From an optimization exercise on the open Yosys and OpenROAD flow, aimed at small area; shortcuts taken in it are not production practice. Where RTL was checked, it was by simulation tests only, not by an equivalence proof against the original. For run 7, only the layout was checked, not whether the RTL still works. No activity file was given, so power comes from the tool's default toggle rates.

==> design/flow/flow/run.sh <==
#!/bin/bash
# Own layout flow: the standard ORFS flow (standard.sh) with these changes:
#  - synthesis maps logic with an area-oriented ABC script (flow/abc_area.script),
#  - port buffers use the smallest buffer cell (sky130_fd_sc_hd__buf_1),
#  - clock tree synthesis takes its arguments from flow/cts_args.txt
#    (no dummy loads, chosen buffer list and clustering).
# Synthesis script, floorplan, power grid, taps, placement and routing are the
# standard flow's. Each tool's output goes to ORFS's logs under orfs/logs, and
# make's full output to make_finish.log here.
set -euo pipefail
work=$(pwd)
rm -rf "$work/scripts_local"
mkdir -p "$work/scripts_local"
cp -r "$FLOW_HOME/scripts/." "$work/scripts_local/"
cp "$work/flow/abc_area.script" "$work/scripts_local/abc_area.script"
cts_args=$(tr '\n' ' ' < "$work/flow/cts_args.txt")
bash "$work/standard.sh" \
  "SCRIPTS_DIR=$work/scripts_local" \
  ABC_AREA=1 \
  "BUFFER_PORTS_ARGS=-buffer_cell sky130_fd_sc_hd__buf_1" \
  "CTS_ARGS=$cts_args" \
  finish > "$work/make_finish.log" 2>&1
==> design/flow/flow/abc_area.script <==
strash
ifraig
dc2
balance; rewrite; refactor; balance; rewrite; rewrite -z; balance; refactor -z; rewrite -z; balance
&get -n
&deepsyn -T 30
&put
dch -f
amap
topo
==> design/flow/flow/cts_args.txt <==
-sink_clustering_enable -repair_clock_nets -dont_use_dummy_load -buf_list sky130_fd_sc_hd__clkbuf_4 -root_buf sky130_fd_sc_hd__clkbuf_8
==> design/flow/standard.sh <==
#!/bin/bash
# synth_recipe.tcl (not shown) runs the flow's synth.tcl, then flattens the netlist and writes it again
# the make line also repeats each setting of config.mk as NAME=value (left out here)
make -C /OpenROAD-flow-scripts/flow DESIGN_CONFIG=/design/flow/config.mk WORK_HOME=/design/flow/orfs CLKGATE_MAP_FILE= SYNTH_SCRIPT=/design/flow/synth_recipe.tcl "${@:-finish}"
==> design/flow/config.mk <==
export PLATFORM = sky130hd
export DESIGN_NAME = DigitalClock
export DESIGN_NICKNAME = DigitalClock
export VERILOG_FILES = /design/flow/design.v
export SDC_FILE = /design/flow/constraint.sdc
export NUM_CORES = 4
export LEC_CHECK = 0
export CAP_MARGIN = 20
export CORE_MARGIN = 2
export CORE_UTILIZATION = 40
export PLACE_DENSITY = 0.6
export SLEW_MARGIN = 20
==> design/flow/constraint.sdc <==
create_clock -name core_clock -period 10.0 [get_ports {M_CLOCK}]
set_input_delay 2.0000 -clock core_clock [delete_from_list [all_inputs] [get_ports {M_CLOCK}]]
set_output_delay 2.0000 -clock core_clock [all_outputs]
set_load 0.01 [all_outputs]
==> design/flow/design.v <==
`timescale 1ns / 1ps
module DigitalClock(
    input M_CLOCK,
    input RST,           
    input [3:0] IO_PB,
    input [7:0] IO_DSW,
    output [3:0] IO_SSEGD,
    output [7:0] IO_SSEG,
    output IO_SSEG_COL,
    output [3:0] F_LED,
    output [7:0] IO_LED,
    output TX
    );
  assign IO_SSEG_COL = 1'b1;
  assign F_LED = 4'b0000;
  assign IO_LED = ~IO_DSW;
  reg [12:0] SecondsCounter;
  reg [5:0]  HowManySeconds;
  reg [2:0]  DigitONE;
  reg [3:0]  DigitTWO;
  reg [2:0]  DigitTHREE;
  reg [3:0]  DigitFOUR;
  wire sc_hi = SecondsCounter[12] & SecondsCounter[9] & SecondsCounter[8] &
               SecondsCounter[7] & SecondsCounter[3];             
  wire tick  = sc_hi & ~SecondsCounter[1] & ~SecondsCounter[0];  
  wire sc_wrap = sc_hi & SecondsCounter[1];                      
  wire pbsmp = (SecondsCounter == 13'd10);
  assign TX = (SecondsCounter >= 13'd2502);
  wire m_clk  = (IO_DSW == 8'b00111111);
  wire m_down = (IO_DSW == 8'b11001110);
  wire m_set  = (IO_DSW == 8'b11001111);
  wire m_sw   = (IO_DSW == 8'b11110010);
  wire m_clr  = (IO_DSW == 8'b11110011);
  wire h60 = HowManySeconds[5] & HowManySeconds[4] & HowManySeconds[3] & HowManySeconds[2];
  wire [2:0] q1 = DigitONE;
  wire [3:0] q2 = DigitTWO;
  wire [2:0] q3 = DigitTHREE;
  wire [3:0] q4 = DigitFOUR;
  wire z4  = ~|q4;
  wire e4  = q4 == 4'd9;
  wire z3  = ~|q3;
  wire e3  = q3 == 3'd5;
  wire z2  = ~|q2;
  wire e2  = q2 == 4'd9;
  wire ge2 = |q2[3:1];
  wire z1  = ~|q1;
  wire o1  = q1 == 3'd1;
  wire s1  = q1 == 3'd6;
  wire tk_clk = tick & m_clk & h60;         
  wire tk_up  = tk_clk | (tick & m_sw);     
  wire tk_dn  = tick & m_down;              
  wire pb_clk = pbsmp & m_clk;
  wire pb_set = pbsmp & m_set;
  wire clr    = pbsmp & m_clr & ~(&IO_PB);
  wire allz   = z4 & z3 & z2 & z1;
  wire dnok   = tk_dn & ~allz;
  wire w4  = tk_up | (pb_set & ~IO_PB[3]);           
  wire up4 = w4 | (pb_clk & ~IO_PB[3]);
  wire b4  = dnok & z4;                               
  wire c4  = tk_up & e4;                              
  wire [3:0] t4; assign t4[0] = up4 | dnok;
  assign t4[1] = t4[0] & (q4[0] ^ dnok);
  assign t4[2] = t4[1] & (q4[1] ^ dnok);
  assign t4[3] = t4[2] & (q4[2] ^ dnok);
  wire zall4 = clr | (w4 & e4);
  wire [3:0] n4 = (q4 ^ t4) & ~{zall4, zall4 | b4, zall4 | b4, zall4};
  wire w3  = c4 | (pb_set & ~IO_PB[2]);
  wire up3 = w3 | (pb_clk & ~IO_PB[2]);
  wire b3  = b4 & z3;
  wire c3  = c4 & e3;
  wire [2:0] t3; assign t3[0] = up3 | b4;
  assign t3[1] = t3[0] & (q3[0] ^ b4);
  assign t3[2] = t3[1] & (q3[1] ^ b4);
  wire zall3 = clr | (w3 & e3);
  wire [2:0] n3 = (q3 ^ t3) & ~{zall3, zall3 | b3, zall3};
  wire c3h = c3 & m_clk & ~z1;                        
  wire pb2c = pb_clk & ~IO_PB[1];
  wire pb2s = pb_set & ~IO_PB[1];
  wire set1 = c3h & ge2;                              
  wire up2 = c3 | pb2c | pb2s;
  wire b2  = b3 & z2;
  wire [3:0] t2; assign t2[0] = up2 | b3;
  assign t2[1] = t2[0] & (q2[0] ^ b3);
  assign t2[2] = t2[1] & (q2[1] ^ b3);
  assign t2[3] = t2[2] & (q2[2] ^ b3);
  wire zall2 = clr | set1 | (((c3 & ~c3h) | pb2s) & e2) | (pb2c & o1 & ge2);
  wire [3:0] n2 = ((q2 ^ t2) & ~{zall2, zall2 | b2, zall2 | b2, zall2}) | {3'b000, set1};
  wire pb1c = pb_clk & ~IO_PB[0];
  wire pb1s = pb_set & ~IO_PB[0];
  wire up1 = (c3 & ~c3h & e2) | pb1c | pb1s;
  wire [2:0] t1; assign t1[0] = up1 | b2;
  assign t1[1] = t1[0] & (q1[0] ^ b2);
  assign t1[2] = t1[1] & (q1[1] ^ b2);
  wire zall1 = clr | set1 | (pb1c & o1) | (pb1s & s1);
  wire [2:0] n1 = (q1 ^ t1) & ~{3{zall1}};
  always @(posedge M_CLOCK) begin
    if (RST) begin
      SecondsCounter <= 13'd0;
      HowManySeconds <= 6'd1;
      DigitONE <= 3'd1;
      DigitTWO <= 4'd2;
      DigitTHREE <= 3'd0;
      DigitFOUR <= 4'd0;
    end else begin
      SecondsCounter <= sc_wrap ? 13'd2 : SecondsCounter + 1'b1;
      if (tick & m_clk) HowManySeconds <= h60 ? 6'd1 : HowManySeconds + 1'b1;
      DigitONE <= n1; DigitTWO <= n2; DigitTHREE <= n3; DigitFOUR <= n4;
    end
  end
  reg  [1:0] PP;
  reg  [4:0] PS;
  reg  [3:0] V;
  wire ps_last = PS[4] & PS[3] & (PS[0] | PS[1] | ~(PP[1] & PP[0]));  
  wire blank = PS[4] & PS[3] & PS[1];
  wire [1:0] dsel = ps_last ? PP + 1'b1 : PP;    
  reg  [3:0] vn;
  always @* begin
    case (dsel)
      2'd0: vn = (DigitONE == 3'd7) ? 4'd1 : {1'b0, DigitONE};
      2'd1: vn = (DigitTWO > 4'd9) ? 4'd2 : DigitTWO;
      2'd2: vn = (DigitTHREE > 3'd5) ? 4'd0 : {1'b0, DigitTHREE};
      default: vn = (DigitFOUR > 4'd9) ? 4'd0 : DigitFOUR;
    endcase
  end
  always @(posedge M_CLOCK) begin
    if (RST) begin
      PP <= 2'd3;
      PS <= 5'd26;
      V <= 4'd15;
    end else begin
      if (ps_last) begin
        PS <= 5'd0;
        PP <= PP + 1'b1;
      end else
        PS <= PS + 1'b1;
      V <= vn;
    end
  end
  assign IO_SSEGD = ~(4'b0001 << PP) | {4{blank}};
  wire [6:0] seg =
    (V == 4'd0) ? 7'b1000000 :
    (V == 4'd1) ? 7'b1111001 :
    (V == 4'd2) ? 7'b0100100 :
    (V == 4'd3) ? 7'b0110000 :
    (V == 4'd4) ? 7'b0011001 :
    (V == 4'd5) ? 7'b0010010 :
    (V == 4'd6) ? 7'b0000010 :
    (V == 4'd7) ? 7'b1011000 :
    (V == 4'd8) ? 7'b0000000 :
    (V == 4'd9) ? 7'b0010000 : 7'b1111111;
  assign IO_SSEG = {~(TX & PP[1] & PP[0]), seg};
endmodule
==> reports/metrics.cfg, run 1 <==
[status]
outcome = finished clean

[grt]
grt_max_degree = 13
grt_pass1_wl_mm = 10.1
grt_usage_pct = 17.2
grt_overflow = 0
grt_pass1_vias = 2306
antenna_found_initial = 0

[yosys]
async_reset_ff_share_pct = 0
synth_cell_types = 37
synthCells = 365
ys_ff_latch = 44
synth_edf_count = 0
syn_area_mm2 = 0.00254
synthFlopType = dfxtp_1
synth-seq-area-share_pct = 34.6
syn_avg_cell_area_um2 = 6.97
yosys_warnings = 1

[cts]
clk_pin_slew_ns = 0.08
ctsResizeCount = 0
tritoncts = yes
root_buffer = clkbuf_8
clock_latency_ns = 0.29
htree_levels = 2
cts_buffer_depth = 2
numCtsBuffers = 5
hold_buffers = 0
post_cts_buffers = 0
cts_sinks = 44

[die]
initial_core_util_pct = 40.8
std_cell_rows = 29
boundaryPins = 40
dieArea_mm2 = 0.00702
core-area_mm2 = 0.00624
fp.dieW_um = 83.8
dieHeight_um = 83.8

[place]
place_inst = 474
gp_congestion = 0.881
io_buffers = 34
placed_cell_area_mm2 = 0.00274
post-dp-hpwl_mm = 4.47
dp_slack_ns = 4.63

[routing]
wl_per_cell_um = 11.7
drc = 0
viasPerCell = 5.21
drt-pass1-iter-count = 4
drt_iter0_markers = 81
antenna_left = 0
routed_wl_mm = 5.59
vias = 2497

[setup_path]
crit_arrival_ns = 5.32
critPathCapture = DigitONE[2]
endpoint_kind = flip-flop
start_kind = primary input
path_class = primary input to flip-flop
r2r-end = DigitONE[2]
r2r-start = SecondsCounter[3]
cp.required_ns = 10.21
r2r_setup_slack_ns = 6.28
cp_max_fo = 6
reg2reg_depth = 17
crit_path_start = IO_DSW[4]

[timing]
finClkSkew_ns = 0.00705
fmax_mhz = 195
hold_viol = 0
fin_crit_ns = 5.12
setup_ws_ns = 4.88
rsz0062_at_grt = false
worstMarginPinSlew_ns = 0.702
setup_viol = 0
fin_crit_sh_pct = 51.2
slew_violations = 0
tns_ns = 0
slew_headroom_pct = 52.6

[cells_and_area]
fin_cells = 479
drive_gt1_share_pct = 1.24
syn2layout_area_growth_pct = 10.5
diodes = 0
utilization_pct = 45.0
n_fill_cell = 646
nets = 427
fin_area_mm2 = 0.00281

[hold_path]
worstHoldPathType = flip-flop to flip-flop

[power_and_ir_drop]
p_leak_nw = 0.939
vdd_drop_max_mv = 0.158
p_per_area_mw_per_mm2 = 171

[run]
cap_violations = 0

-- logic make-up after synthesis --
logic type      Yosys count  share of synthesized area (%)
compound gates           84                           21.9
buf+inv                  64                           10.2
other cells               2                          0.295
flops                    44                           34.6
simple gates            162                           28.6
fa+ha+maj                 9                           4.42
-- how the worst min path moves through the flow --
stage	start	to	slack [ns]	cells after the start
final	SecondsCounter[0]	SecondsCounter[0]	0.46	1
after CTS	SecondsCounter[0]	SecondsCounter[0]	0.47	1
after detailed placement	SecondsCounter[0]	SecondsCounter[0]	0.45	1
after global placement	SecondsCounter[0]	SecondsCounter[0]	0.45	1
after global routing	SecondsCounter[0]	SecondsCounter[0]	0.49	1
after floorplan	SecondsCounter[0]	SecondsCounter[0]	0.43	1
-- stage by stage --
step           power, W  hold WS (ns)
2_1_floorplan  0.000342         0.429
3_3_place_gp   0.000385         0.447
3_5_place_dp   0.000389         0.454
4_1_cts        0.000490         0.472
5_1_grt        0.000529         0.495
6_report       0.000482         0.461
-- flip-flops by register name (all words and copies together), names as in the netlist --
name / cells
SecondsCounter: 13
HowManySeconds: 6
PS: 5
DigitFOUR: 4
DigitTWO: 4
V: 4
DigitONE: 3
DigitTHREE: 3
PP: 2
-- power breakdown --
group / switching, W / internal, W
clock network: 0.0000544 / 0.0000451
logic: 0.000103 / 0.0000632
registers: 0.0000200 / 0.000197
total: 0.000177 / 0.000305
-- cell usage after synthesis, drive strengths merged, types with 6 or more instances --
cell type	number	area, um^2
nor2	71	267
a21oi	15	75.1
a211oi	13	97.6
nor3	16	80.1
o21ai	21	105
ha	9	113
or2	6	37.5
nand2	32	120
nand3	12	60.1
clkinv	59	221
dfxtp	44	881
-- metal layers --
metal / track usage, % / vias to the layer above / wire length [um]
met5: 0 / - / 0
met4: 5.87 / 0 / 53
met3: 3.66 / 4 / 287
met2: 27.0 / 72 / 2380
met1: 23.5 / 1099 / 2870
li1: - / 1322 / -
-- layout by cell type (no fill, tap or decap), types with 5 or more instances in the layout --
master and n:
a211oi_1 13, a21oi_1 15, buf_1 34, clkbuf_8 5
clkinv_1 59, conb_1 5, dfxtp_1 44, ha_1 9
nand2_1 32, nand2b_1 5, nand3_1 12, nor2_1 71
nor3_1 16, o21ai_0 21, or2_0 6, or3_1 5
-- area by class of cell --
type / count / area (um^2) / area share [%]
multi-input cells: 260 / 1420 / 50.4
flip-flops and latches: 44 / 881 / 31.3
inverters: 59 / 221 / 7.88
repair buffers: 34 / 128 / 4.54
well taps: 77 / 96.3 / 3.43
clock buffers: 5 / 68.8 / 2.45
-- critical path, cell delays in order --
cell and delay, ns:
buf_1 0.13, nand2_1 0.07, or4_1 0.58, nor2_1 0.32, clkinv_1 0.18, nor4_1 0.38
nor2_1 0.11, or2_0 0.24, or3_1 0.34, o32ai_1 0.33, nand2_1 0.12, clkinv_1 0.09
nor3_1 0.06, nor2_1 0.14, nor2_1 0.07, a211oi_1 0.16
==> run 2, diff against run 1 <==
--- a/design/flow/config.mk
+++ b/design/flow/config.mk
@@ -8,5 +8,5 @@
 export CAP_MARGIN = 20
 export CORE_MARGIN = 2
-export CORE_UTILIZATION = 40
-export PLACE_DENSITY = 0.6
+export CORE_UTILIZATION = 65
+export PLACE_DENSITY = 0.8
 export SLEW_MARGIN = 20
==> reports/metrics.cfg, run 2 <==
[status]
outcome = finished clean  ; unchanged

[power_and_ir_drop]
p_leak_nw = 0.939  ; unchanged
p_per_area_mw_per_mm2 = 172  ; was 171 mW/mm^2
vdd_drop_max_mv = 0.101  ; was 0.158 mV
power_w = 0.000477  ; was 0.000482 W

[yosys]
synth_cell_types = 37  ; unchanged
synth_top_area_share_pct = 34.6  ; unchanged
synth_common_cells = 71 x nor2_1, 59 x clkinv_1, 44 x dfxtp_1  ; unchanged
async_reset_ff_share_pct = 0  ; unchanged
syn_area_mm2 = 0.00254  ; unchanged
synthAdderAreaFrac_pct = 4.42  ; unchanged
synth_xor_area_share_pct = 0  ; unchanged
synth.most_common_cell = nor2_1  ; unchanged
syn_avg_cell_area_um2 = 6.97  ; unchanged
synth_compound_area_share_pct = 21.9  ; unchanged
synthFlopType = dfxtp_1  ; unchanged
synth_top_family_by_area = simple AND/OR/NAND/NOR gates  ; unchanged
ys_ff_latch = 44  ; unchanged
yosys-top-cells-area = dfxtp_1 35%, nor2_1 10%, clkinv_1 8.7%  ; unchanged
synthMuxAreaShare_pct = 0  ; unchanged
synth_edf_count = 0  ; unchanged
synth-simple-area-share_pct = 28.6  ; unchanged
synth-seq-area-share_pct = 34.6  ; unchanged
yosys.area.top_type = dfxtp_1  ; unchanged
yosys_warnings = 1  ; unchanged
synthCells = 365  ; unchanged

[routing]
drt-pass1-iter-count = 7  ; was 4
drc = 0  ; unchanged
viasPerCell = 5.71  ; was 5.21
drt_iter0_markers = 111  ; was 81
routed_wl_mm = 5.37  ; was 5.59 mm
vias = 2569  ; was 2497
wl_per_cell_um = 11.9  ; was 11.7 um
antenna_left = 0  ; unchanged

[setup_path]
r2r_setup_slack_ns = 6.25  ; was 6.28 ns
r2r-start = SecondsCounter[3]  ; unchanged
start_kind = primary input  ; unchanged
cp.required_ns = 10.21  ; about the same
r2r-end = DigitONE[2]  ; unchanged
reg2reg_depth = 17  ; unchanged
endpoint_kind = flip-flop  ; unchanged
crit_arrival_ns = 5.32  ; about the same
path_class = primary input to flip-flop  ; unchanged
cp_max_fo = 6  ; unchanged

[cts]
root_buffer = clkbuf_8  ; unchanged
ctsResizeCount = 0  ; unchanged
htree_levels = 2  ; unchanged
cts_buffer_depth = 2  ; unchanged
clk_pin_slew_ns = 0.07  ; was 0.08 ns
clock_latency_ns = 0.29  ; about the same
numCtsBuffers = 5  ; unchanged
cts_sinks = 44  ; unchanged
hold_buffers = 0  ; unchanged
tritoncts = yes  ; unchanged
post_cts_buffers = 0  ; unchanged

[cells_and_area]
mostFrequentLayoutCells = 71 x nor2_1, 59 x clkinv_1, 44 x dfxtp_1, 34 x buf_1, 32 x nand2_1  ; unchanged
syn2layout_area_growth_pct = 9.05  ; was 10.5%
regMostFlops = SecondsCounter  ; unchanged
final_common_cell = nor2_1  ; unchanged
seq_area_um2 = 881  ; unchanged
n_fill_cell = 304  ; was 646
drive_gt1_share_pct = 1.24  ; unchanged
fin_area_mm2 = 0.00278  ; was 0.00281 mm^2
multi_input_area_mm2 = 0.00142  ; unchanged
largest_reg_flops = 13  ; unchanged
nets = 427  ; unchanged
reg.largest.list = SecondsCounter (13), HowManySeconds (6), PS (5)  ; unchanged
diodes = 0  ; unchanged

[timing]
slew_headroom_pct = 52.9  ; was 52.6%
fmax_mhz = 196  ; was 195 MHz
worstMarginPinSlew_ns = 0.697  ; was 0.702 ns
finClkSkew_ns = 0.0153  ; was 0.00705 ns
setup_ws_ns = 4.89  ; was 4.88 ns
fin_crit_sh_pct = 51.1  ; was 51.2%
fin_crit_ns = 5.11  ; was 5.12 ns
whs_ns = 0.482  ; was 0.461 ns
slew_violations = 0  ; unchanged
hold_viol = 0  ; unchanged
rsz0062_at_grt = false  ; unchanged
tns_ns = 0  ; unchanged
setup_viol = 0  ; unchanged

[place]
post-dp-hpwl_mm = 4.39  ; was 4.47 mm
dp_slack_ns = 4.63  ; about the same
gp_congestion = 0.916  ; was 0.881
placed_cell_area_mm2 = 0.00271  ; was 0.00274 mm^2
io_buffers = 34  ; unchanged

[hold_path]
worstHoldPathType = flip-flop to flip-flop  ; unchanged
hp-start = PS[0]  ; was SecondsCounter[0]
hold-path-endpoint = PS[0]  ; was SecondsCounter[0]
min_path_cells = 1  ; unchanged

[die]
std_cell_rows = 22  ; was 29
initial_core_util_pct = 68.5  ; was 40.8%
core-area_mm2 = 0.00372  ; was 0.00624 mm^2
dieHeight_um = 66.6  ; was 83.8 um
boundaryPins = 40  ; unchanged
dieArea_mm2 = 0.00443  ; was 0.00702 mm^2
fp.dieW_um = 66.6  ; was 83.8 um

[grt]
grt_overflow = 0  ; unchanged
antenna_found_initial = 0  ; unchanged
grt_pass1_vias = 2247  ; was 2306
grt_max_degree = 14  ; was 13
grt_usage_pct = 27.3  ; was 17.2%
grt_pass1_wl_mm = 9.32  ; was 10.1 mm

[run]
cap_violations = 0  ; unchanged

[run 2: cell counts after synthesis]
No cell type changed its count.
[run 2: routing by layer]
layer | up-vias | share of wire, % | track usage, %
li1 | 1335 | - | -
met1 | 1136 | 48 | 34.7
met2 | 89 | 45 | 45.8
met3 | 9 | 6.0 | 6.59
met4 | 0 | 1.4 | 7.91
met5 | - | 0 | 0
[run 2: report_power, final]
group / switching [W] / internal (W)
Sequential: 0.0000199 / 0.000197
Combinational: 0.000102 / 0.0000631
Clock: 0.0000505 / 0.0000449
Total: 0.000172 / 0.000305
[run 2: kinds of logic (layout without fill, tap and decap cells)]
group	after synthesis	in the layout
AND/OR/NAND/NOR	162	162
AO/OA/AOI/OAI	84	84
buffers and inverters	64	98
flip-flops	44	44
adder cells (fa/ha/maj)	9	9
other	2	5
[run 2: final cells by class]
| class | count | area share (%) |
|---|---|---|
| Multi-Input combinational cell | 260 | 51.0 |
| Sequential cell | 44 | 31.7 |
| Inverter | 59 | 7.98 |
| Timing Repair Buffer | 34 | 4.60 |
| Clock buffer | 5 | 2.48 |
| Tap cell | 48 | 2.16 |
[run 2: worst max path at each step]
stage / end / slack, ns / startpoint
after floorplan: DigitONE[2] / 5.13 / IO_DSW[6]
after global placement: DigitONE[2] / 4.81 / IO_DSW[5]
after detailed placement: DigitONE[2] / 4.63 / IO_DSW[5]
after CTS: DigitONE[2] / 4.93 / IO_DSW[5]
after global routing: DigitONE[2] / 4.43 / IO_DSW[5]
final: DigitONE[2] / 4.89 / IO_DSW[5]
[run 2: critical path, stage by stage]
cell and delay (ns):
buf_1 0.13, nand2_1 0.08, or4_1 0.58, nor2_1 0.33
clkinv_1 0.19, nor4_1 0.39, nor2_1 0.13, or2_0 0.24
or3_1 0.33, o32ai_1 0.31, nand2_1 0.12, clkinv_1 0.09
nor3_1 0.06, nor2_1 0.13, nor2_1 0.06, a211oi_1 0.14
[run 2: metrics by stage]
stage | std cells | utilization, %
after floorplan | 368 | -
after global placement | 445 | 72.8
after detailed placement | 445 | 72.8
after CTS | 450 | 74.7
after global routing | 450 | 74.7
final | 450 | 74.7
==> run 3, diff against run 2 <==
==> design/flow/flow/cts_args.txt (replaced) <==
-sink_clustering_enable -repair_clock_nets -dont_use_dummy_load -buf_list sky130_fd_sc_hd__clkbuf_8
==> reports/metrics.cfg, run 3 <==
[timing]
slew_headroom_pct = 52.9  ; unchanged
finClkSkew_ns = 0.0153  ; unchanged
fin_crit_sh_pct = 51.1  ; unchanged
hold_viol = 0  ; unchanged
setup_viol = 0  ; unchanged
slew_violations = 0  ; unchanged
tns_ns = 0  ; unchanged
worstMarginPinSlew_ns = 0.697  ; unchanged
rsz0062_at_grt = false  ; unchanged
fin_crit_ns = 5.11  ; unchanged
fmax_mhz = 196  ; unchanged

[setup_path]
r2r-end = DigitONE[2]  ; unchanged
reg2reg_depth = 17  ; unchanged
cp_max_fo = 6  ; unchanged
max_stage_delay_ns = 0.58  ; about the same
worst_path_most_repeated_cell = nor2_1  ; unchanged
path_depth = 16  ; unchanged
cp.required_ns = 10.21  ; about the same
crit_arrival_ns = 5.32  ; about the same
path_class = primary input to flip-flop  ; unchanged
cp_slowest_cell = or4_1  ; unchanged
crit_path_start = IO_DSW[5]  ; unchanged
start_kind = primary input  ; unchanged
r2r-start = SecondsCounter[3]  ; unchanged
critPathCapture = DigitONE[2]  ; unchanged
crit_chain = buf_1, nand2_1, or4_1, nor2_1, clkinv_1, nor4_1, nor2_1, or2_0, or3_1, o32ai_1, nand2_1, clkinv_1, nor3_1, nor2_1, nor2_1, a211oi_1  ; unchanged
path_buf_inv = 3  ; unchanged
critical_path.top_delay_family = simple AND/OR/NAND/NOR gates  ; unchanged
endpoint_kind = flip-flop  ; unchanged
r2r_setup_slack_ns = 6.25  ; about the same

[place]
gp_congestion = 0.916  ; unchanged
io_buffers = 34  ; unchanged
post-dp-hpwl_mm = 4.39  ; unchanged

[yosys]
synth_common_cells = 71 x nor2_1, 59 x clkinv_1, 44 x dfxtp_1  ; unchanged
ys_ff_latch = 44  ; unchanged
yosys_warnings = 1  ; unchanged
synthFlopType = dfxtp_1  ; unchanged
yosys-top-cells-area = dfxtp_1 35%, nor2_1 10%, clkinv_1 8.7%  ; unchanged
syn_avg_cell_area_um2 = 6.97  ; unchanged
yosys.area.top_type = dfxtp_1  ; unchanged
async_reset_ff_share_pct = 0  ; unchanged
synth.most_common_cell = nor2_1  ; unchanged
synthCells = 365  ; unchanged
synth-seq-area-share_pct = 34.6  ; unchanged
synth_cell_types = 37  ; unchanged
syn_area_mm2 = 0.00254  ; unchanged
synth_top_area_share_pct = 34.6  ; unchanged
synth_edf_count = 0  ; unchanged

[routing]
routed_wl_mm = 5.37  ; unchanged
viasPerCell = 5.71  ; unchanged
antenna_left = 0  ; unchanged
vias = 2569  ; unchanged
drc = 0  ; unchanged
drt_iter0_markers = 111  ; unchanged
wl_per_cell_um = 11.9  ; unchanged
drt-pass1-iter-count = 7  ; unchanged

[power_and_ir_drop]
p_per_area_mw_per_mm2 = 172  ; unchanged
p_leak_nw = 0.939  ; unchanged
vdd_drop_max_mv = 0.101  ; unchanged
power_w = 0.000477  ; unchanged

[die]
dieArea_mm2 = 0.00443  ; unchanged
core-area_mm2 = 0.00372  ; unchanged
boundaryPins = 40  ; unchanged
std_cell_rows = 22  ; unchanged
initial_core_util_pct = 68.5  ; unchanged
fp.dieW_um = 66.6  ; unchanged
dieHeight_um = 66.6  ; unchanged

[grt]
grt_max_degree = 14  ; unchanged
grt_overflow = 0  ; unchanged
grt_pass1_vias = 2247  ; unchanged
grt_pass1_wl_mm = 9.32  ; unchanged
grt_usage_pct = 27.3  ; unchanged
antenna_found_initial = 0  ; unchanged

[cells_and_area]
diodes = 0  ; unchanged
final_common_cell = nor2_1  ; unchanged
drive_gt1_share_pct = 1.24  ; unchanged
n_fill_cell = 304  ; unchanged
largest_reg_flops = 13  ; unchanged
syn2layout_area_growth_pct = 9.05  ; unchanged
regMostFlops = SecondsCounter  ; unchanged
mostFrequentLayoutCells = 71 x nor2_1, 59 x clkinv_1, 44 x dfxtp_1, 34 x buf_1, 32 x nand2_1  ; unchanged
nets = 427  ; unchanged
reg.largest.list = SecondsCounter (13), HowManySeconds (6), PS (5)  ; unchanged

[cts]
root_buffer = clkbuf_8  ; unchanged
post_cts_buffers = 0  ; unchanged
hold_buffers = 0  ; unchanged
ctsResizeCount = 0  ; unchanged
clock_latency_ns = 0.29  ; about the same
tritoncts = yes  ; unchanged
cts_sinks = 44  ; unchanged
cts_buffer_depth = 2  ; unchanged
numCtsBuffers = 5  ; unchanged
htree_levels = 2  ; unchanged
clk_pin_slew_ns = 0.07  ; about the same

[run]
cap_violations = 0  ; unchanged

[hold_path]
worstHoldPathType = flip-flop to flip-flop  ; unchanged
hp-start = PS[0]  ; unchanged
min_path_cells = 1  ; unchanged

[status]
outcome = finished clean  ; unchanged

-- run 3: kinds of logic after synthesis --
logic type | share of synthesized area (%)
compound gates | 21.9
flops | 34.6
buf+inv | 10.2
simple gates | 28.6
fa+ha+maj | 4.42
other cells | 0.295
-- run 3: routing by layer --
metal / GRT usage, % / vias up / wire length (um)
met3: 6.59 / 9 / 322
met4: 7.91 / 0 / 74
met5: 0 / - / 0
met2: 45.8 / 89 / 2410
met1: 34.7 / 1136 / 2560
li1: - / 1335 / -
-- run 3: metrics by stage --
step                util, %  hold WS [ns]  std cells  instance area (um^2)  setup slack (ns)
finish                 74.7         0.482        450                  2780              4.89
global route           74.7         0.499        450                  2780              4.43
CTS                    74.7         0.487        450                  2780              4.93
detailed placement     72.8         0.469        445                  2710              4.63
global placement       72.8         0.443        445                  2710              4.81
floorplan                 -         0.429        368                  2560              5.13
-- run 3: cell type report --
| class | instances | area [um^2] | area share, % |
|---|---|---|---|
| multi-input cells | 260 | 1420 | 51.0 |
| flip-flops and latches | 44 | 881 | 31.7 |
| repair buffers | 34 | 128 | 4.60 |
| clock buffers | 5 | 68.8 | 2.48 |
| inverters | 59 | 221 | 7.98 |
| well taps | 48 | 60.1 | 2.16 |
-- run 3: report_power, final --
group / switching (W) / total, W / internal (W)
clock: 0.0000505 / 0.0000955 / 0.0000449
combinational: 0.000102 / 0.000165 / 0.0000631
sequential: 0.0000199 / 0.000217 / 0.000197
total: 0.000172 / 0.000477 / 0.000305
-- run 3: worst min path at each step --
stage	to	slack, ns
final	PS[0]	0.48
after global routing	PS[0]	0.50
after CTS	HowManySeconds[5]	0.49
after detailed placement	HowManySeconds[5]	0.47
after global placement	SecondsCounter[0]	0.44
after floorplan	SecondsCounter[0]	0.43
==> run 4, diff against run 3 <==
==> design/flow/flow/abc_area.script (replaced) <==
strash
ifraig
dc2
balance; rewrite; refactor; balance; rewrite; rewrite -z; balance; refactor -z; rewrite -z; balance
balance; rewrite; refactor; balance; rewrite; rewrite -z; balance; refactor -z; rewrite -z; balance
dch -f
amap
topo
==> design/flow/flow/cts_args.txt (replaced) <==
-sink_clustering_enable -repair_clock_nets -dont_use_dummy_load -buf_list sky130_fd_sc_hd__clkbuf_8 -sink_clustering_size 50
--- a/design/flow/config.mk
+++ b/design/flow/config.mk
@@ -8,5 +8,5 @@
 export CAP_MARGIN = 20
 export CORE_MARGIN = 2
-export CORE_UTILIZATION = 65
-export PLACE_DENSITY = 0.8
+export CORE_UTILIZATION = 40
+export PLACE_DENSITY = 0.6
 export SLEW_MARGIN = 20
==> reports/metrics.cfg, run 4 <==
[status]
outcome = finished clean  ; unchanged

[cts]
cts_buffer_depth = 2  ; unchanged
ctsResizeCount = 0  ; unchanged
hold_buffers = 0  ; unchanged
clk_pin_slew_ns = 0.08  ; was 0.07 ns
clock_latency_ns = 0.30  ; was 0.29 ns
htree_levels = 2  ; unchanged
cts_sinks = 44  ; unchanged
tritoncts = yes  ; unchanged
post_cts_buffers = 0  ; unchanged
numCtsBuffers = 5  ; unchanged
root_buffer = clkbuf_8  ; unchanged

[setup_path]
cp.required_ns = 10.20  ; was 10.21 ns
endpoint_kind = flip-flop  ; unchanged
path_class = primary input to flip-flop  ; unchanged
cp_slowest_cell = or2_0  ; was or4_1
critical_path.top_delay_family = simple AND/OR/NAND/NOR gates  ; unchanged
r2r_setup_slack_ns = 5.94  ; was 6.25 ns
crit_chain = buf_1, nand4_1, or2_0, nor2_1, clkinv_1, nor3_1, a41oi_1, or2_0, nor2_1, nor2_1, nor3_1, o22ai_1, a221o_1, a211oi_1  ; was buf_1, nand2_1, or4_1, nor2_1, clkinv_1, nor4_1, nor2_1, or2_0, or3_1, o32ai_1, nand2_1, clkinv_1, nor3_1, nor2_1, nor2_1, a211oi_1
max_stage_delay_ns = 0.32  ; was 0.58 ns
path_buf_inv = 2  ; was 3
worst_path_most_repeated_cell = nor2_1  ; unchanged
cp_max_fo = 6  ; unchanged
start_kind = primary input  ; unchanged
crit_arrival_ns = 5.11  ; was 5.32 ns

[yosys]
synth_common_cells = 63 x nor2_1, 53 x clkinv_1, 44 x dfxtp_1  ; was 71 x nor2_1, 59 x clkinv_1, 44 x dfxtp_1
synthMuxAreaShare_pct = 0  ; unchanged
synth_xor_area_share_pct = 0.338  ; was 0%
synth_top_family_by_area = simple AND/OR/NAND/NOR gates  ; unchanged
synth_top_area_share_pct = 34.0  ; was 34.6%
synth_edf_count = 0  ; unchanged
synth-simple-area-share_pct = 29.6  ; was 28.6%
synth.most_common_cell = nor2_1  ; unchanged
synth_compound_area_share_pct = 22.3  ; was 21.9%
synthCells = 375  ; was 365
synthAdderAreaFrac_pct = 4.34  ; was 4.42%
yosys.area.top_type = dfxtp_1  ; unchanged
syn_area_mm2 = 0.00259  ; was 0.00254 mm^2
yosys_warnings = 1  ; unchanged
synth_cell_types = 36  ; was 37
yosys-top-cells-area = dfxtp_1 34%, nor2_1 9.1%, clkinv_1 7.7%  ; was dfxtp_1 35%, nor2_1 10%, clkinv_1 8.7%
async_reset_ff_share_pct = 0  ; unchanged
synthFlopType = dfxtp_1  ; unchanged
ys_ff_latch = 44  ; unchanged
syn_avg_cell_area_um2 = 6.92  ; was 6.97 um^2
synth-seq-area-share_pct = 34.0  ; was 34.6%

[place]
io_buffers = 34  ; unchanged
gp_congestion = 0.825  ; was 0.916
post-dp-hpwl_mm = 4.71  ; was 4.39 mm
place_inst = 484  ; was 445

[timing]
fmax_mhz = 204  ; was 196 MHz
slew_headroom_pct = 47.8  ; was 52.9%
fin_crit_sh_pct = 49.1  ; was 51.1%
worstMarginPinSlew_ns = 0.763  ; was 0.697 ns
fin_crit_ns = 4.91  ; was 5.11 ns
setup_viol = 0  ; unchanged
slew_violations = 0  ; unchanged
rsz0062_at_grt = false  ; unchanged
finClkSkew_ns = 0.0156  ; was 0.0153 ns
tns_ns = 0  ; unchanged
hold_viol = 0  ; unchanged

[cells_and_area]
reg.largest.list = SecondsCounter (13), HowManySeconds (6), PS (5)  ; unchanged
diodes = 0  ; unchanged
drive_gt1_share_pct = 1.21  ; was 1.24%
utilization_pct = 45.3  ; was 74.7%
fin_cells = 489  ; was 450
nets = 437  ; was 427
syn2layout_area_growth_pct = 10.3  ; was 9.05%
n_fill_cell = 671  ; was 304
mostFrequentLayoutCells = 63 x nor2_1, 53 x clkinv_1, 44 x dfxtp_1, 39 x nand2_1, 34 x buf_1  ; was 71 x nor2_1, 59 x clkinv_1, 44 x dfxtp_1, 34 x buf_1, 32 x nand2_1
largest_reg_flops = 13  ; unchanged
final_common_cell = nor2_1  ; unchanged
regMostFlops = SecondsCounter  ; unchanged

[power_and_ir_drop]
p_per_area_mw_per_mm2 = 158  ; was 172 mW/mm^2
p_leak_nw = 0.954  ; was 0.939 nW
vdd_drop_max_mv = 0.0889  ; was 0.101 mV
power_w = 0.000451  ; was 0.000477 W

[routing]
vias = 2632  ; was 2569
drt-pass1-iter-count = 5  ; was 7
drc = 0  ; unchanged
drt_iter0_markers = 123  ; was 111
viasPerCell = 5.38  ; was 5.71
antenna_left = 0  ; unchanged
routed_wl_mm = 5.84  ; was 5.37 mm
wl_per_cell_um = 11.9  ; about the same

[run]
cap_violations = 0  ; unchanged

[hold_path]
worstHoldPathType = flip-flop to flip-flop  ; unchanged

[die]
initial_core_util_pct = 41.1  ; was 68.5%
core-area_mm2 = 0.00631  ; was 0.00372 mm^2
dieArea_mm2 = 0.00714  ; was 0.00443 mm^2
std_cell_rows = 29  ; was 22
fp.dieW_um = 84.5  ; was 66.6 um
boundaryPins = 40  ; unchanged
dieHeight_um = 84.5  ; was 66.6 um

[grt]
grt_max_degree = 14  ; unchanged
grt_overflow = 0  ; unchanged
grt_usage_pct = 17.0  ; was 27.3%
grt_pass1_vias = 2317  ; was 2247
antenna_found_initial = 0  ; unchanged
grt_pass1_wl_mm = 10.1  ; was 9.32 mm

run 4: worst paths after layout:
check                           cells after the start              start                end
worst max-delay path                               14          IO_DSW[1]        DigitTWO[3]
worst min-delay path                                1  SecondsCounter[0]  SecondsCounter[0]
worst max register to register                     15  SecondsCounter[3]        DigitTWO[3]
worst min register to register                      1  SecondsCounter[0]  SecondsCounter[0]
run 4: layout make-up:
cell class | instances | area (um^2) | area share (%)
multi-input cells | 276 | 1490 | 52.0
flip-flops and latches | 44 | 881 | 30.8
inverters | 53 | 199 | 6.96
repair buffers | 34 | 128 | 4.46
well taps | 77 | 96.3 | 3.37
clock buffers | 5 | 68.8 | 2.41
run 4: kinds of logic (layout without fill, tap and decap cells):
| logic type | Yosys count | after routing |
|---|---|---|
| compound gates | 91 | 91 |
| other cells | 2 | 5 |
| xor+xnor | 1 | 1 |
| buf+inv | 58 | 92 |
| flops | 44 | 44 |
| fa+ha+maj | 9 | 9 |
| simple gates | 170 | 170 |
run 4: per-stage QoR:
stage                     worst slack (ns)  instance area, um^2  hold WS, ns
after detailed placement              4.82                 2790        0.459
final                                 5.09                 2860        0.473
after CTS                             5.14                 2860        0.479
after global placement                4.96                 2790        0.453
after global routing                  4.65                 2860        0.507
after floorplan                       5.45                 2610        0.434
run 4: worst reg2reg max path, delay by kind of cell, from the launching register on:
| family | cells | cell delay (ns) |
|---|---|---|
| DFF | 1 | 0.39 |
| AOI/OAI and AO/OA | 4 | 0.82 |
| and+or+nand+nor | 8 | 2.34 |
| buffers and inverters | 3 | 0.41 |
run 4: report_power, final:
part | total, W | internal [W] | switching [W]
Clock | 0.0000995 | 0.0000451 | 0.0000544
Sequential | 0.000210 | 0.000193 | 0.0000170
Combinational | 0.000142 | 0.0000462 | 0.0000953
Total | 0.000451 | 0.000284 | 0.000167
run 4: per-layer routing:
| layer | up-vias | GRT usage [%] | wire length, um |
|---|---|---|---|
| li1 | 1388 | - | - |
| met1 | 1175 | 23.7 | 2990 |
| met2 | 59 | 26.3 | 2480 |
| met3 | 10 | 2.75 | 271 |
| met4 | 0 | 6.64 | 107 |
| met5 | - | 0 | 0 |
==> run 5, diff against run 4 <==
==> design/flow/flow/cts_args.txt (replaced) <==
-sink_clustering_enable -repair_clock_nets -dont_use_dummy_load -buf_list sky130_fd_sc_hd__clkbuf_16 -sink_clustering_size 50 -sink_clustering_max_diameter 500
==> reports/metrics.cfg, run 5 <==
[status]
outcome = finished clean  ; unchanged

[cts]
numCtsBuffers = 5  ; unchanged
cts_sinks = 44  ; unchanged
hold_buffers = 0  ; unchanged
post_cts_buffers = 0  ; unchanged
ctsResizeCount = 0  ; unchanged
clk_pin_slew_ns = 0.06  ; was 0.08 ns
clock_latency_ns = 0.28  ; was 0.30 ns
cts_buffer_depth = 2  ; unchanged
htree_levels = 2  ; unchanged
root_buffer = clkbuf_16  ; was clkbuf_8
tritoncts = yes  ; unchanged

[setup_path]
reg2reg_depth = 15  ; unchanged
critical_path.top_delay_family = simple AND/OR/NAND/NOR gates  ; unchanged
crit_chain = buf_1, nand4_1, or2_0, nor2_1, clkinv_1, nor3_1, a41oi_1, or2_0, nor2_1, nor2_1, nor3_1, o22ai_1, a221o_1, a211oi_1  ; unchanged
worst_path_most_repeated_cell = nor2_1  ; unchanged
path_buf_inv = 2  ; unchanged
crit_arrival_ns = 5.13  ; was 5.11 ns
cp_slowest_cell = or2_0  ; unchanged
cp.required_ns = 10.19  ; was 10.20 ns
path_depth = 14  ; unchanged
start_kind = primary input  ; unchanged
cp_max_fo = 6  ; unchanged
endpoint_kind = flip-flop  ; unchanged
path_class = primary input to flip-flop  ; unchanged
max_stage_delay_ns = 0.33  ; was 0.32 ns

[routing]
drt-pass1-iter-count = 4  ; was 5
drc = 0  ; unchanged
antenna_left = 0  ; unchanged
routed_wl_mm = 5.84  ; about the same
vias = 2622  ; was 2632
wl_per_cell_um = 11.9  ; about the same
viasPerCell = 5.36  ; was 5.38
drt_iter0_markers = 110  ; was 123

[die]
dieHeight_um = 84.5  ; unchanged
initial_core_util_pct = 41.1  ; unchanged
boundaryPins = 40  ; unchanged
core-area_mm2 = 0.00631  ; unchanged
fp.dieW_um = 84.5  ; unchanged
dieArea_mm2 = 0.00714  ; unchanged
std_cell_rows = 29  ; unchanged

[power_and_ir_drop]
p_leak_nw = 0.979  ; was 0.954 nW
vdd_drop_max_mv = 0.106  ; was 0.0889 mV
power_w = 0.000500  ; was 0.000451 W
p_per_area_mw_per_mm2 = 171  ; was 158 mW/mm^2

[timing]
fin_crit_ns = 4.94  ; was 4.91 ns
finClkSkew_ns = 0.00841  ; was 0.0156 ns
rsz0062_at_grt = false  ; unchanged
setup_viol = 0  ; unchanged
fmax_mhz = 202  ; was 204 MHz
whs_ns = 0.468  ; was 0.473 ns
fin_crit_sh_pct = 49.4  ; was 49.1%
worstMarginPinSlew_ns = 0.763  ; about the same
slew_violations = 0  ; unchanged
slew_headroom_pct = 47.8  ; about the same
tns_ns = 0  ; unchanged
hold_viol = 0  ; unchanged

[cells_and_area]
largest_reg_flops = 13  ; unchanged
nets = 437  ; unchanged
mostFrequentLayoutCells = 63 x nor2_1, 53 x clkinv_1, 44 x dfxtp_1, 39 x nand2_1, 34 x buf_1  ; unchanged
reg.largest.list = SecondsCounter (13), HowManySeconds (6), PS (5)  ; unchanged
drive_gt1_share_pct = 1.21  ; unchanged
final_common_cell = nor2_1  ; unchanged
syn2layout_area_growth_pct = 12.4  ; was 10.3%
n_fill_cell = 659  ; was 671
multi_input_area_mm2 = 0.00149  ; unchanged
diodes = 0  ; unchanged
fin_area_mm2 = 0.00292  ; was 0.00286 mm^2
regMostFlops = SecondsCounter  ; unchanged
seq_area_um2 = 881  ; unchanged

[yosys]
async_reset_ff_share_pct = 0  ; unchanged
synth-seq-area-share_pct = 34.0  ; unchanged
synthFlopType = dfxtp_1  ; unchanged
synth_edf_count = 0  ; unchanged
synth.most_common_cell = nor2_1  ; unchanged
syn_area_mm2 = 0.00259  ; unchanged
yosys.area.top_type = dfxtp_1  ; unchanged
ys_ff_latch = 44  ; unchanged
yosys_warnings = 1  ; unchanged
synth_common_cells = 63 x nor2_1, 53 x clkinv_1, 44 x dfxtp_1  ; unchanged
yosys-top-cells-area = dfxtp_1 34%, nor2_1 9.1%, clkinv_1 7.7%  ; unchanged
syn_avg_cell_area_um2 = 6.92  ; unchanged
synth_cell_types = 36  ; unchanged
synthCells = 375  ; unchanged
synth_top_area_share_pct = 34.0  ; unchanged

[grt]
grt_overflow = 0  ; unchanged
grt_max_degree = 14  ; unchanged
grt_pass1_wl_mm = 10.1  ; about the same
antenna_found_initial = 0  ; unchanged
grt_usage_pct = 16.9  ; was 17.0%
grt_pass1_vias = 2329  ; was 2317

[hold_path]
worstHoldPathType = flip-flop to flip-flop  ; unchanged
min_path_cells = 1  ; unchanged

[place]
post-dp-hpwl_mm = 4.71  ; unchanged
io_buffers = 34  ; unchanged
placed_cell_area_mm2 = 0.00279  ; unchanged
gp_congestion = 0.825  ; unchanged

[run]
cap_violations = 0  ; unchanged

run 5: area by class of cell:
type,instances,area share (%)
clock buffer,5,4.29
inverter,53,6.82
multi-input combinational,276,51.0
sequential,44,30.2
tap,77,3.30
timing repair buffer,34,4.38
run 5: worst paths after layout:
path	from	to	slack, ns
worst max-delay path	IO_DSW[1]	DigitTWO[3]	5.06
worst min-delay path	SecondsCounter[0]	SecondsCounter[0]	0.47
worst max register to register	SecondsCounter[3]	DigitTWO[3]	5.95
worst min register to register	SecondsCounter[0]	SecondsCounter[0]	0.47
run 5: stage by stage:
step	setup slack (ns)	utilization (%)	instances
finish	5.06	46.2	489
global placement	4.96	44.2	484
global route	4.63	46.2	489
CTS	5.11	46.2	489
detailed placement	4.82	44.2	484
floorplan	5.45	-	378
run 5: routing by layer:
metal | vias up | wire length (um) | track usage (%)
met5 | - | 0 | 0
met4 | 0 | 108 | 5.34
met3 | 12 | 275 | 3.05
met2 | 67 | 2480 | 26.6
met1 | 1159 | 2970 | 23.5
li1 | 1384 | - | -
run 5: cell families (layout without fill, tap and decap cells):
logic type	after synthesis	in the layout	share of synthesized area (%)
XOR/XNOR	1	1	0.338
adder cells (fa/ha/maj)	9	9	4.34
AO/OA/AOI/OAI	91	91	22.3
flip-flops	44	44	34.0
AND/OR/NAND/NOR	170	170	29.6
other	2	5	0.290
buffers and inverters	58	92	9.12
run 5: where the power goes:
| part | internal, W | switching, W | leakage [nW] |
|---|---|---|---|
| Combinational | 0.0000462 | 0.0000951 | 0.559 |
| Clock | 0.0000882 | 0.0000597 | 0.0616 |
| Sequential | 0.000193 | 0.0000171 | 0.358 |
| Total | 0.000328 | 0.000172 | 0.979 |
==> run 6, diff against run 5 <==
==> design/flow/flow/cts_args.txt (replaced) <==
-sink_clustering_enable -repair_clock_nets -dont_use_dummy_load -buf_list {sky130_fd_sc_hd__clkbuf_4 sky130_fd_sc_hd__clkbuf_8}
==> reports/metrics.cfg, run 6 <==
[timing]
setup_viol = 0  ; unchanged
fin_crit_sh_pct = 49.1  ; was 49.4%
slew_violations = 0  ; unchanged
slew_headroom_pct = 47.8  ; about the same
worstMarginPinSlew_ns = 0.763  ; about the same
tns_ns = 0  ; unchanged
finClkSkew_ns = 0.0156  ; was 0.00841 ns
fmax_mhz = 204  ; was 202 MHz
fin_crit_ns = 4.91  ; was 4.94 ns
hold_viol = 0  ; unchanged
rsz0062_at_grt = false  ; unchanged

[routing]
vias = 2632  ; was 2622
drt_iter0_markers = 123  ; was 110
routed_wl_mm = 5.84  ; about the same
wl_per_cell_um = 11.9  ; about the same
viasPerCell = 5.38  ; was 5.36
drt-pass1-iter-count = 5  ; was 4
drc = 0  ; unchanged
antenna_left = 0  ; unchanged

[hold_path]
worstHoldPathType = flip-flop to flip-flop  ; unchanged
hp-start = SecondsCounter[0]  ; unchanged

[power_and_ir_drop]
p_sw_w = 0.000167  ; was 0.000172 W
vdd_drop_max_mv = 0.0889  ; was 0.106 mV
p_seq_share_pct = 46.5  ; was 42.1%
p_per_area_mw_per_mm2 = 158  ; was 171 mW/mm^2
power_w = 0.000451  ; was 0.000500 W
p_int_w = 0.000284  ; was 0.000328 W
p_sw_share_pct = 37.0  ; was 34.4%
p_leak_nw = 0.954  ; was 0.979 nW
clkPwrFrac_pct = 22.1  ; was 29.6%
combPwrFrac_pct = 31.4  ; was 28.3%

[setup_path]
r2r-start = SecondsCounter[3]  ; unchanged
crit_path_start = IO_DSW[1]  ; unchanged
endpoint_kind = flip-flop  ; unchanged
crit_arrival_ns = 5.11  ; was 5.13 ns
start_kind = primary input  ; unchanged
cp_max_fo = 6  ; unchanged
path_class = primary input to flip-flop  ; unchanged
cp.required_ns = 10.20  ; was 10.19 ns

[cts]
root_buffer = clkbuf_8  ; was clkbuf_16
htree_levels = 2  ; unchanged
cts_buffer_depth = 2  ; unchanged
clock_latency_ns = 0.30  ; was 0.28 ns
cts_sinks = 44  ; unchanged
ctsResizeCount = 0  ; unchanged
hold_buffers = 0  ; unchanged
tritoncts = yes  ; unchanged
post_cts_buffers = 0  ; unchanged
numCtsBuffers = 5  ; unchanged
clk_pin_slew_ns = 0.08  ; was 0.06 ns

[yosys]
syn_area_mm2 = 0.00259  ; unchanged
ys_ff_latch = 44  ; unchanged
synth_cell_types = 36  ; unchanged
synth.most_common_cell = nor2_1  ; unchanged
synthFlopType = dfxtp_1  ; unchanged
async_reset_ff_share_pct = 0  ; unchanged
yosys-top-cells-area = dfxtp_1 34%, nor2_1 9.1%, clkinv_1 7.7%  ; unchanged
yosys.area.top_type = dfxtp_1  ; unchanged
synth_common_cells = 63 x nor2_1, 53 x clkinv_1, 44 x dfxtp_1  ; unchanged
synth_top_area_share_pct = 34.0  ; unchanged
yosys_warnings = 1  ; unchanged
synth_edf_count = 0  ; unchanged
synth-seq-area-share_pct = 34.0  ; unchanged
synthCells = 375  ; unchanged
syn_avg_cell_area_um2 = 6.92  ; unchanged

[grt]
grt_pass1_vias = 2317  ; was 2329
antenna_found_initial = 0  ; unchanged
grt_max_degree = 14  ; unchanged
grt_pass1_wl_mm = 10.1  ; about the same
grt_overflow = 0  ; unchanged
grt_usage_pct = 17.0  ; was 16.9%

[cells_and_area]
final_common_cell = nor2_1  ; unchanged
reg.largest.list = SecondsCounter (13), HowManySeconds (6), PS (5)  ; unchanged
drive_gt1_share_pct = 1.21  ; unchanged
diodes = 0  ; unchanged
n_fill_cell = 671  ; was 659
regMostFlops = SecondsCounter  ; unchanged
largest_reg_flops = 13  ; unchanged
mostFrequentLayoutCells = 63 x nor2_1, 53 x clkinv_1, 44 x dfxtp_1, 39 x nand2_1, 34 x buf_1  ; unchanged
syn2layout_area_growth_pct = 10.3  ; was 12.4%
nets = 437  ; unchanged

[status]
outcome = finished clean  ; unchanged

[die]
fp.dieW_um = 84.5  ; unchanged
core-area_mm2 = 0.00631  ; unchanged
dieHeight_um = 84.5  ; unchanged
boundaryPins = 40  ; unchanged
initial_core_util_pct = 41.1  ; unchanged
dieArea_mm2 = 0.00714  ; unchanged
std_cell_rows = 29  ; unchanged

[place]
io_buffers = 34  ; unchanged
post-dp-hpwl_mm = 4.71  ; unchanged
gp_congestion = 0.825  ; unchanged

[run]
cap_violations = 0  ; unchanged

[run 6: kinds of logic after synthesis]
group | after synthesis | synth area share (%)
AOI/OAI and AO/OA | 91 | 22.3
xor gates and xnor gates | 1 | 0.338
adders and majority gates | 9 | 4.34
buffers and inverters | 58 | 9.12
DFF | 44 | 34.0
other | 2 | 0.290
and+or+nand+nor | 170 | 29.6
[run 6: final timing paths]
path,end,slack [ns],cells past startpoint
min,SecondsCounter[0],0.47,1
min reg2reg,SecondsCounter[0],0.47,1
max,DigitTWO[3],5.09,14
max reg2reg,DigitTWO[3],5.94,15
[run 6: power groups by stage]
stage	Combinational [W]	Clock [W]	Sequential, W
after floorplan	0.000106	0	0.000210
final	0.000142	0.0000995	0.000210
after CTS	0.000143	0.000104	0.000210
after detailed placement	0.000143	0	0.000214
after global placement	0.000141	0	0.000213
after global routing	0.000166	0.000111	0.000213
[run 6: area by class of cell]
| cell class | instances | area [um^2] | share of cell area (%) |
|---|---|---|---|
| Tap cell | 77 | 96.3 | 3.37 |
| Inverter | 53 | 199 | 6.96 |
| Multi-Input combinational cell | 276 | 1490 | 52.0 |
| Clock buffer | 5 | 68.8 | 2.41 |
| Timing Repair Buffer | 34 | 128 | 4.46 |
| Sequential cell | 44 | 881 | 30.8 |
[run 6: worst max-delay path, stage by stage]
cell and delay, ns:
buf_1 0.16, nand4_1 0.21, or2_0 0.32, nor2_1 0.30
clkinv_1 0.14, nor3_1 0.26, a41oi_1 0.10, or2_0 0.27
nor2_1 0.24, nor2_1 0.09, nor3_1 0.29, o22ai_1 0.18
a221o_1 0.31, a211oi_1 0.23
[run 6: stage by stage]
step | area [um^2] | setup WS (ns) | utilization [%] | instances | hold slack [ns]
after detailed placement | 2790 | 4.82 | 44.2 | 484 | 0.459
after global routing | 2860 | 4.65 | 45.3 | 489 | 0.507
after global placement | 2790 | 4.96 | 44.2 | 484 | 0.453
final | 2860 | 5.09 | 45.3 | 489 | 0.473
after floorplan | 2610 | 5.45 | - | 378 | 0.434
after CTS | 2860 | 5.14 | 45.3 | 489 | 0.479
[run 6: layer usage]
layer	GRT usage [%]	wire length, um	part of all wire, %
met5	0	0	0
met4	6.64	107	1.8
met3	2.75	271	4.6
met2	26.3	2480	42
met1	23.7	2990	51
==> run 7, diff against run 6 <==
--- a/design/flow/design.v
+++ b/design/flow/design.v
@@ -10,5 +10,5 @@
     output [3:0] F_LED,
     output [7:0] IO_LED,
-    output TX
+    output reg TX
     );
   assign IO_SSEG_COL = 1'b1;
@@ -17,14 +17,12 @@
   reg [12:0] SecondsCounter;
   reg [5:0]  HowManySeconds;
+  reg        HALFSECONDFLAG;
   reg [2:0]  DigitONE;
   reg [3:0]  DigitTWO;
   reg [2:0]  DigitTHREE;
   reg [3:0]  DigitFOUR;
-  wire sc_hi = SecondsCounter[12] & SecondsCounter[9] & SecondsCounter[8] &
-               SecondsCounter[7] & SecondsCounter[3];             
-  wire tick  = sc_hi & ~SecondsCounter[1] & ~SecondsCounter[0];  
-  wire sc_wrap = sc_hi & SecondsCounter[1];                      
+  wire tick  = SecondsCounter[12] & SecondsCounter[9] & SecondsCounter[8] &
+               SecondsCounter[7] & SecondsCounter[3];
   wire pbsmp = (SecondsCounter == 13'd10);
-  assign TX = (SecondsCounter >= 13'd2502);
   wire m_clk  = (IO_DSW == 8'b00111111);
   wire m_down = (IO_DSW == 8'b11001110);
@@ -96,6 +94,8 @@
   always @(posedge M_CLOCK) begin
     if (RST) begin
+      TX <= 1'b0;
       SecondsCounter <= 13'd0;
       HowManySeconds <= 6'd1;
+      HALFSECONDFLAG <= 1'b0;
       DigitONE <= 3'd1;
       DigitTWO <= 4'd2;
@@ -103,5 +103,7 @@
       DigitFOUR <= 4'd0;
     end else begin
-      SecondsCounter <= sc_wrap ? 13'd2 : SecondsCounter + 1'b1;
+      TX <= HALFSECONDFLAG;
+      SecondsCounter <= tick ? 13'd0 : SecondsCounter + 1'b1;
+      HALFSECONDFLAG <= (SecondsCounter >= 13'd2500);
       if (tick & m_clk) HowManySeconds <= h60 ? 6'd1 : HowManySeconds + 1'b1;
       DigitONE <= n1; DigitTWO <= n2; DigitTHREE <= n3; DigitFOUR <= n4;
==> design/flow/flow/run.sh (replaced) <==
#!/bin/bash
# Own layout flow: the standard ORFS flow with two changes,
#  - synthesis maps logic with an area-oriented ABC script (flow/abc_area.script),
#  - port buffers use the smallest buffer cell (sky130_fd_sc_hd__buf_1).
# Everything else (synthesis script, floorplan, power grid, taps, CTS, routing) is
# the standard flow. Each tool's output goes to ORFS's logs under orfs/logs, and
# make's full output to make_finish.log here.
set -euo pipefail
work=$(pwd)
rm -rf "$work/scripts_local"
mkdir -p "$work/scripts_local"
cp -r "$FLOW_HOME/scripts/." "$work/scripts_local/"
cp "$work/flow/abc_area.script" "$work/scripts_local/abc_area.script"
bash "$work/standard.sh" \
  "SCRIPTS_DIR=$work/scripts_local" \
  ABC_AREA=1 \
  "BUFFER_PORTS_ARGS=-buffer_cell sky130_fd_sc_hd__buf_1" \
  finish > "$work/make_finish.log" 2>&1
--- a/design/flow/config.mk
+++ b/design/flow/config.mk
@@ -9,4 +9,6 @@
 export CORE_MARGIN = 2
 export CORE_UTILIZATION = 40
+export CTS_CLUSTER_DIAMETER = 100
+export CTS_CLUSTER_SIZE = 50
 export PLACE_DENSITY = 0.6
 export SLEW_MARGIN = 20
removed: design/flow/flow/cts_args.txt
==> reports/metrics.cfg, run 7 <==
[status]
outcome = finished clean  ; unchanged

[cells_and_area]
regMostFlops = SecondsCounter  ; unchanged
nets = 433  ; was 437
drive_gt1_share_pct = 1.71  ; was 1.21%
syn2layout_area_growth_pct = 11.8  ; was 10.3%
largest_reg_flops = 13  ; unchanged
final_common_cell = nor2_1  ; unchanged
mostFrequentLayoutCells = 61 x nor2_1, 52 x clkinv_1, 46 x dfxtp_1, 35 x nand2_1, 34 x buf_1  ; was 63 x nor2_1, 53 x clkinv_1, 44 x dfxtp_1, 39 x nand2_1, 34 x buf_1
reg.largest.list = SecondsCounter (13), HowManySeconds (6), PS (5)  ; unchanged
utilization_pct = 46.0  ; was 45.3%
diodes = 0  ; unchanged
fin_cells = 487  ; was 489

[grt]
antenna_found_initial = 0  ; unchanged
grt_pass1_wl_mm = 10.4  ; was 10.1 mm
grt_overflow = 0  ; unchanged
grt_usage_pct = 17.3  ; was 17.0%
grt_max_degree = 15  ; was 14
grt_pass1_vias = 2384  ; was 2317

[setup_path]
max_stage_delay_ns = 0.50  ; was 0.32 ns
crit_chain = buf_1, nand4_1, or4_1, nor2b_1, clkinv_1, nor3_1, o21ai_0, or3_1, nor3_1, or4_1, o211ai_1, a211oi_1, o21ai_0, a21oi_1  ; was buf_1, nand4_1, or2_0, nor2_1, clkinv_1, nor3_1, a41oi_1, or2_0, nor2_1, nor2_1, nor3_1, o22ai_1, a221o_1, a211oi_1
crit_arrival_ns = 5.14  ; was 5.11 ns
cp.required_ns = 10.24  ; was 10.20 ns
path_class = primary input to flip-flop  ; unchanged
cp_slowest_cell = or4_1  ; was or2_0
start_kind = primary input  ; unchanged
r2r_setup_slack_ns = 6.32  ; was 5.94 ns
r2r-end = DigitONE[2]  ; was DigitTWO[3]
cp_max_fo = 5  ; was 6
endpoint_kind = flip-flop  ; unchanged
reg2reg_depth = 15  ; unchanged
r2r-start = SecondsCounter[3]  ; unchanged

[power_and_ir_drop]
clkPwrFrac_pct = 27.3  ; was 22.1%
vdd_drop_max_mv = 0.117  ; was 0.0889 mV
p_int_w = 0.000324  ; was 0.000284 W
p_seq_share_pct = 43.1  ; was 46.5%
p_sw_w = 0.000179  ; was 0.000167 W
p_leak_nw = 0.997  ; was 0.954 nW
p_per_area_mw_per_mm2 = 173  ; was 158 mW/mm^2
p_sw_share_pct = 35.6  ; was 37.0%
combPwrFrac_pct = 29.6  ; was 31.4%

[die]
dieArea_mm2 = 0.00719  ; was 0.00714 mm^2
core-area_mm2 = 0.00635  ; was 0.00631 mm^2
initial_core_util_pct = 41.1  ; about the same
fp.dieW_um = 84.8  ; was 84.5 um
std_cell_rows = 29  ; unchanged
boundaryPins = 40  ; unchanged
dieHeight_um = 84.8  ; was 84.5 um

[routing]
wl_met2_mm = 2.47  ; was 2.48 mm
routed_wl_mm = 5.71  ; was 5.84 mm
drt_iter0_markers = 127  ; was 123
top_layer = met4  ; unchanged
dr_wl_met3_um = 252  ; was 271 um
vias = 2572  ; was 2632
wl_met1_mm = 2.92  ; was 2.99 mm
drc = 0  ; unchanged
viasPerCell = 5.28  ; was 5.38
wl_per_cell_um = 11.7  ; was 11.9 um
drt-pass1-iter-count = 6  ; was 5
antenna_left = 0  ; unchanged

[yosys]
syn_area_mm2 = 0.00261  ; was 0.00259 mm^2
synthCells = 370  ; was 375
yosys-top-cells-area = dfxtp_1 35%, nor2_1 8.8%, clkinv_1 7.5%  ; was dfxtp_1 34%, nor2_1 9.1%, clkinv_1 7.7%
synth_common_cells = 61 x nor2_1, 52 x clkinv_1, 46 x dfxtp_1  ; was 63 x nor2_1, 53 x clkinv_1, 44 x dfxtp_1
synthFlopType = dfxtp_1  ; unchanged
synth_top_area_share_pct = 35.2  ; was 34.0%
syn_avg_cell_area_um2 = 7.06  ; was 6.92 um^2
synth_edf_count = 0  ; unchanged
synth-seq-area-share_pct = 35.2  ; was 34.0%
yosys.area.top_type = dfxtp_1  ; unchanged
yosys_warnings = 1  ; unchanged
synth.most_common_cell = nor2_1  ; unchanged
async_reset_ff_share_pct = 0  ; unchanged
ys_ff_latch = 46  ; was 44
synth_cell_types = 39  ; was 36

[run]
cap_violations = 0  ; unchanged

[timing]
slew_violations = 0  ; unchanged
hold_viol = 0  ; unchanged
rsz0062_at_grt = false  ; unchanged
fin_crit_sh_pct = 49.0  ; was 49.1%
setup_viol = 0  ; unchanged
tns_ns = 0  ; unchanged
fmax_mhz = 204  ; about the same
worstMarginPinSlew_ns = 0.649  ; was 0.763 ns
finClkSkew_ns = 0.00809  ; was 0.0156 ns
fin_crit_ns = 4.90  ; was 4.91 ns
slew_headroom_pct = 56.8  ; was 47.8%

[cts]
ctsResizeCount = 0  ; unchanged
root_buffer = clkbuf_8  ; unchanged
numCtsBuffers = 5  ; unchanged
htree_levels = 2  ; unchanged
tritoncts = yes  ; unchanged
hold_buffers = 0  ; unchanged
clk_pin_slew_ns = 0.09  ; was 0.08 ns
clock_latency_ns = 0.30  ; about the same
cts_sinks = 46  ; was 44
post_cts_buffers = 0  ; unchanged
cts_buffer_depth = 2  ; unchanged

[hold_path]
hp-start = DigitFOUR[0]  ; was SecondsCounter[0]
hold-path-endpoint = DigitFOUR[0]  ; was SecondsCounter[0]
min_path_cells = 1  ; unchanged
worstHoldPathType = flip-flop to flip-flop  ; unchanged

[place]
gp_congestion = 0.852  ; was 0.825
io_buffers = 34  ; unchanged
post-dp-hpwl_mm = 4.49  ; was 4.71 mm
place_inst = 479  ; was 484

==> run 7: stage by stage <==
stage | hold slack [ns] | total power, W | area (um^2) | setup slack (ns)
floorplan | 0.414 | 0.000329 | 2620 | 5.34
global placement | 0.434 | 0.000367 | 2810 | 4.93
detailed placement | 0.433 | 0.000369 | 2810 | 4.82
CTS | 0.449 | 0.000508 | 2920 | 5.12
global route | 0.464 | 0.000544 | 2920 | 4.67
finish | 0.447 | 0.000504 | 2920 | 5.10
==> run 7: final cells by class <==
| cell class | instances | area, um^2 |
|---|---|---|
| Inverter | 52 | 195 |
| Clock inverter | 2 | 37.5 |
| Sequential cell | 46 | 921 |
| Fill cell | 647 | 3430 |
| Multi-Input combinational cell | 270 | 1470 |
| Timing Repair Buffer | 34 | 128 |
| Clock buffer | 6 | 72.6 |
| Tap cell | 77 | 96.3 |
==> run 7: worst max-delay path by stage <==
| stage | end | from | slack (ns) | cells past startpoint |
|---|---|---|---|---|
| after CTS | DigitONE[2] | IO_DSW[1] | 5.12 | 14 |
| after global placement | DigitONE[2] | IO_DSW[1] | 4.93 | 14 |
| after global routing | DigitONE[2] | IO_DSW[1] | 4.67 | 14 |
| after floorplan | DigitONE[2] | IO_DSW[7] | 5.34 | 12 |
| final | DigitONE[2] | IO_DSW[1] | 5.10 | 14 |
| after detailed placement | DigitONE[2] | IO_DSW[1] | 4.82 | 14 |
==> run 7: worst max-delay path: cells and delay by family <==
family | cells | cell delay (ns)
simple gates | 7 | 2.08
compound gates | 5 | 0.75
buf+inv | 2 | 0.32
==> run 7: kinds of logic (layout without fill, tap and decap cells) <==
group | count (synthesis) | count (layout) | synth area share, %
and+or+nand+nor | 162 | 162 | 28.7
AOI/OAI and AO/OA | 93 | 93 | 22.0
buffers and inverters | 57 | 94 | 8.91
DFF | 46 | 46 | 35.2
adders and majority gates | 10 | 10 | 4.79
other | 2 | 5 | 0.287
==> run 7: power groups by stage <==
stage	clock network [W]	registers, W	logic, W
after floorplan	0	0.000218	0.000111
after CTS	0.000142	0.000217	0.000149
final	0.000138	0.000217	0.000149
after detailed placement	0	0.000222	0.000148
after global placement	0	0.000221	0.000145
after global routing	0.000150	0.000220	0.000174
==> run 7: routing by layer <==
layer,GRT usage (%),vias to the layer above
met5,0,-
met4,5.34,0
met3,2.82,5
met2,27.9,62
met1,23.8,1137
li1,-,1368

-- separate check: timing with driven ports --
The flow's constraints put no driver on any port. The routed layouts listed below were extracted and timed again, unchanged, in two steps. Step 1 sets driving cells, clkbuf_16 on the clock port and buf_2 on the other inputs (assumed; they add their load-dependent delay and slew). Step 2 times the ports against the registers' clock, not the clock port: input delays grow and output delays shrink by t, the midpoint of the rising clock arrivals with the driver on. Slacks: no drivers / after step 1 / after step 2; pairs: no drivers / after step 1.
run | t (ns) | slack for setup (ns) | slew at the worst register clock pin (ns)
run 1 | 0.315 | 4.885 / 4.893 / 4.579 | 0.08 / 0.08
run 2 | 0.314 | 4.892 / 4.898 / 4.585 | 0.08 / 0.08
run 3 | 0.314 | 4.892 / 4.898 / 4.585 | 0.08 / 0.08
run 4 | 0.317 | 5.094 / 5.103 / 4.786 | 0.08 / 0.08
run 5 | 0.308 | 5.056 / 5.066 / 4.758 | 0.06 / 0.06
run 6 | 0.317 | 5.094 / 5.103 / 4.786 | 0.08 / 0.08
run 7 | 0.325 | 5.101 / 5.109 / 4.784 | 0.09 / 0.09
After both steps every run listed still meets setup and hold. The setup slack of run 7, which loses most, moves by +0.008 ns with the drivers and by -0.317 ns with both steps.
